This is an optimization exercise on Yosys and OpenROAD, whose aim is small area, not a production implementation. Only simulation tests tie the RTL to the original design; equivalence was not proved. The clock port is modelled as an ideal driver; clocking choices that lean on that would not hold on a real chip. Power and IR drop assume default switching activity.

run A:
Design mp3, start of the top module:
module mp3(
    input logic     clk,
    input logic     rst,
    output logic    _9b, _6a, _4a, _2a, _0a, _5a, _3b, _49a, _45a, _48b
);
==> module mp3, before the edit <==
module mp3(
    input logic     clk,
    input logic     rst,
    output logic    _9b, _6a, _4a, _2a, _0a, _5a, _3b, _49a, _45a, _48b
);
logic [8:0] acc;
logic [6:0] addr;
logic [2:0] mag;
logic [8:0] s;
logic [9:0] sc;
logic [8:0] n;
always_comb begin
    sc[0] = 1'b1;
    for (int k = 0; k < 9; k++) begin
        n[k] = s[k] ^ sc[k];
        sc[k+1] = s[k] & sc[k];
    end
end
assign addr = s[7] ? ~n[6:0] : s[6:0];
wire inv = s[8] ^ s[7];
wire last = sc[7];
wire [2:0] step = last ? {1'b0, s[8], ~s[7]} & {3{~s[7]}} : mag;
always_comb begin
    case (addr)
        7'd0: mag = 3'd6;
        7'd1: mag = 3'd6;
        7'd2: mag = 3'd6;
        7'd3: mag = 3'd7;
        7'd4: mag = 3'd6;
        7'd5: mag = 3'd6;
        7'd6: mag = 3'd6;
        7'd7: mag = 3'd7;
        7'd8: mag = 3'd6;
        7'd9: mag = 3'd6;
        7'd10: mag = 3'd6;
        7'd11: mag = 3'd7;
        7'd12: mag = 3'd6;
        7'd13: mag = 3'd6;
        7'd14: mag = 3'd6;
        7'd15: mag = 3'd6;
        7'd16: mag = 3'd6;
        7'd17: mag = 3'd7;
        7'd18: mag = 3'd6;
        7'd19: mag = 3'd6;
        7'd20: mag = 3'd6;
        7'd21: mag = 3'd6;
        7'd22: mag = 3'd6;
        7'd23: mag = 3'd6;
        7'd24: mag = 3'd6;
        7'd25: mag = 3'd6;
        7'd26: mag = 3'd6;
        7'd27: mag = 3'd6;
        7'd28: mag = 3'd6;
        7'd29: mag = 3'd6;
        7'd30: mag = 3'd5;
        7'd31: mag = 3'd6;
        7'd32: mag = 3'd6;
        7'd33: mag = 3'd6;
        7'd34: mag = 3'd6;
        7'd35: mag = 3'd5;
        7'd36: mag = 3'd6;
        7'd37: mag = 3'd5;
        7'd38: mag = 3'd6;
        7'd39: mag = 3'd6;
        7'd40: mag = 3'd5;
        7'd41: mag = 3'd6;
        7'd42: mag = 3'd5;
        7'd43: mag = 3'd5;
        7'd44: mag = 3'd6;
        7'd45: mag = 3'd5;
        7'd46: mag = 3'd5;
        7'd47: mag = 3'd6;
        7'd48: mag = 3'd5;
        7'd49: mag = 3'd5;
        7'd50: mag = 3'd5;
        7'd51: mag = 3'd5;
        7'd52: mag = 3'd5;
        7'd53: mag = 3'd5;
        7'd54: mag = 3'd5;
        7'd55: mag = 3'd5;
        7'd56: mag = 3'd5;
        7'd57: mag = 3'd5;
        7'd58: mag = 3'd4;
        7'd59: mag = 3'd5;
        7'd60: mag = 3'd5;
        7'd61: mag = 3'd4;
        7'd62: mag = 3'd5;
        7'd63: mag = 3'd4;
        7'd64: mag = 3'd5;
        7'd65: mag = 3'd4;
        7'd66: mag = 3'd4;
        7'd67: mag = 3'd4;
        7'd68: mag = 3'd5;
        7'd69: mag = 3'd4;
        7'd70: mag = 3'd4;
        7'd71: mag = 3'd4;
        7'd72: mag = 3'd4;
        7'd73: mag = 3'd4;
        7'd74: mag = 3'd4;
        7'd75: mag = 3'd3;
        7'd76: mag = 3'd4;
        7'd77: mag = 3'd4;
        7'd78: mag = 3'd3;
        7'd79: mag = 3'd4;
        7'd80: mag = 3'd3;
        7'd81: mag = 3'd4;
        7'd82: mag = 3'd3;
        7'd83: mag = 3'd3;
        7'd84: mag = 3'd3;
        7'd85: mag = 3'd4;
        7'd86: mag = 3'd3;
        7'd87: mag = 3'd3;
        7'd88: mag = 3'd3;
        7'd89: mag = 3'd2;
        7'd90: mag = 3'd3;
        7'd91: mag = 3'd3;
        7'd92: mag = 3'd3;
        7'd93: mag = 3'd2;
        7'd94: mag = 3'd3;
        7'd95: mag = 3'd2;
        7'd96: mag = 3'd2;
        7'd97: mag = 3'd3;
        7'd98: mag = 3'd2;
        7'd99: mag = 3'd2;
        7'd100: mag = 3'd2;
        7'd101: mag = 3'd2;
        7'd102: mag = 3'd2;
        7'd103: mag = 3'd2;
        7'd104: mag = 3'd2;
        7'd105: mag = 3'd1;
        7'd106: mag = 3'd2;
        7'd107: mag = 3'd2;
        7'd108: mag = 3'd1;
        7'd109: mag = 3'd2;
        7'd110: mag = 3'd1;
        7'd111: mag = 3'd1;
        7'd112: mag = 3'd1;
        7'd113: mag = 3'd1;
        7'd114: mag = 3'd2;
        7'd115: mag = 3'd0;
        7'd116: mag = 3'd1;
        7'd117: mag = 3'd1;
        7'd118: mag = 3'd1;
        7'd119: mag = 3'd1;
        7'd120: mag = 3'd0;
        7'd121: mag = 3'd1;
        7'd122: mag = 3'd0;
        7'd123: mag = 3'd0;
        7'd124: mag = 3'd1;
        7'd125: mag = 3'd0;
        7'd126: mag = 3'd0;
        default: mag = 3'd0;
    endcase
end
logic [9:0] ac;
logic [8:0] sum;
always_comb begin
    ac[0] = 1'b0;
    for (int k = 0; k < 9; k++) begin
        if (k < 3) begin
            sum[k] = acc[k] ^ step[k] ^ ac[k];
            ac[k+1] = (acc[k] & step[k]) | (ac[k] & (acc[k] ^ step[k]));
        end else begin
            sum[k] = acc[k] ^ ac[k];
            ac[k+1] = acc[k] & ac[k];
        end
    end
end
always_ff @(posedge clk) begin
    if (rst) begin s <= 9'd0; acc <= 9'd0; end
    else begin s <= n; acc <= sum; end
end
wire [8:0] o = acc ^ {9{inv}};
wire b9 = ~s[8] | (o == 9'd0);
assign {_48b, _45a, _49a, _3b, _5a, _0a, _2a, _4a, _6a, _9b} = {b9, o};
endmodule
export LEC_CHECK = 0
export CAP_MARGIN = 20
export CORE_AREA = 3 3 77 77
export DIE_AREA = 0 0 80 80
export SLEW_MARGIN = 20
create_clock -name core_clock -period 10.0 [get_ports {clk}]
standard.sh (not shown) runs the stock make flow with config.mk's settings and CLKGATE_MAP_FILE= SYNTH_SCRIPT=/design/flow/synth_recipe.tcl, a recipe that flattens the netlist after the stock synthesis.
==> flow/flow/run.sh <==
#!/bin/bash
# Own flow: the standard layout (standard.sh), with these changes:
#  - synthesis (flow/my_synth.tcl): the final ABC mapping is tried with each area-oriented
#    script in flow/abc/ and the smallest netlist is kept; no adder extraction
#    (ADDER_MAP_FILE empty), so ABC sees all logic. Flip-flop mapping, flattening and
#    renaming are the standard synthesis's.
#  - extra make variables from flow/make_args (one NAME=value per line): smallest port
#    buffers (buf_1) and CTS limited to the clock port's net;
#  - clock tree (flow/pre_cts.tcl, run at the start of the CTS step): a single clkbuf_8
#    drives every flip-flop's clock pin.
# make's full output goes to flow_make.log; each ORFS step's log is under orfs/logs/.
set -euo pipefail
W=$(pwd)
export MY_ABC_DIR=$W/flow/abc
export MY_CLK_BUF=sky130_fd_sc_hd__clkbuf_8
export PRE_CTS_TCL=$W/flow/pre_cts.tcl
sed -e "s#SYNTH_SCRIPT=[^ ]*#SYNTH_SCRIPT=$W/flow/my_synth.tcl ADDER_MAP_FILE=#" standard.sh > my_standard.sh
grep -q "my_synth.tcl ADDER_MAP_FILE=" my_standard.sh
args=()
if [[ -f flow/make_args ]]; then
  while IFS= read -r line; do [[ -n "$line" ]] && args+=("$line"); done < flow/make_args
fi
bash my_standard.sh "${args[@]}" finish > flow_make.log 2>&1
Other scripts of this flow, unchanged in this note and not shown: flow/flow/abc/a_c2rs_amap200.script, flow/flow/abc/b_c2rs_amap.script, flow/flow/abc/c_deep120_amap200.script, flow/flow/abc/d_deep60_amapm.script, flow/flow/abc/e_deep60_c2rs_amap200.script, flow/flow/abc/f_c2rs_r2_amapm200.script, flow/flow/abc/g_c2rs_dchr_amap200.script, flow/flow/abc/h_c2rs2_amap200.script, flow/flow/make_args, flow/flow/my_synth.tcl, flow/flow/pre_cts.tcl
Run A went all the way through synthesis, placement and routing and the layout is clean on timing, DRC and antenna.
[inputs] run B vs run A
diff --git a/flow/design.v b/flow/design.v
--- a/flow/design.v
+++ b/flow/design.v
@@ -1,7 +1,16 @@
 module mp3(
     input logic     clk,
     input logic     rst,
-    output logic    _9b, _6a, _4a, _2a, _0a, _5a, _3b, _49a, _45a, _48b
+    output logic    _9b,     
+    output logic    _6a,     
+    output logic    _4a,     
+    output logic    _2a,     
+    output logic    _0a,     
+    output logic    _5a,     
+    output logic    _3b,     
+    output logic    _49a,    
+    output logic    _45a,    
+    output logic    _48b     
 );
 logic [8:0] acc;
 logic [6:0] addr;
### Flow results
- Run B did not stop at any stage, and its layout met the timing, DRC and antenna checks.
- Compared with run A, in run B total standard cell area after synthesis held, global-route usage held, mean cell area of the mapped netlist held.
- As far as worst path setup slack after routing goes, run A and run B are indistinguishable; the numbers are identical.
- Run B -> run A: storage element area delta 0, exact match
- The die footprint of run B and that of run A are within noise of each other.
- Total chip power came out exactly the same in run B and run A.
- Diff run A -> run B: starting DRC count in detailed routing held steady; post-synthesis net count held steady; required time of the critical path held steady; relative contribution of sequential cells to total power held steady.
- Run A -> run B: fraction of the cycle the final worst path needs delta 0, exact match
- Comparing run A with run B, the register-to-register slack came out essentially unchanged.
- Looking at run B and run A, the clock-pin slew on the worst setup and hold paths is a wash.

[what the ideal ports hide]
No port has a modelled driver above. Below, the same layouts with a new extraction and two added sets of constraints.
Step 1: set_driving_cell puts a clkbuf_16 on clk and a buf_2 on each other input, an assumption about the parent block.
Step 2, shift: input delay + t, output delay - t, t = (earliest + latest rising clock arrival at the registers) / 2. This alone moves slack from input paths to output paths.
Three values: ideal ports, drivers, drivers and shift; two values: the first two.
| run | t (ns) | slack for setup (ns) | worst register clock-pin slew, ns | worst data-port slew with drivers (ns) |
|---|---|---|---|---|
| run A | 0.186 | 5.332 / 5.308 / 5.495 | 0.11 / 0.11 | 0.03 |
| run B | 0.186 | 5.332 / 5.308 / 5.495 | 0.11 / 0.11 | 0.03 |
After both steps every run listed still meets setup and hold.
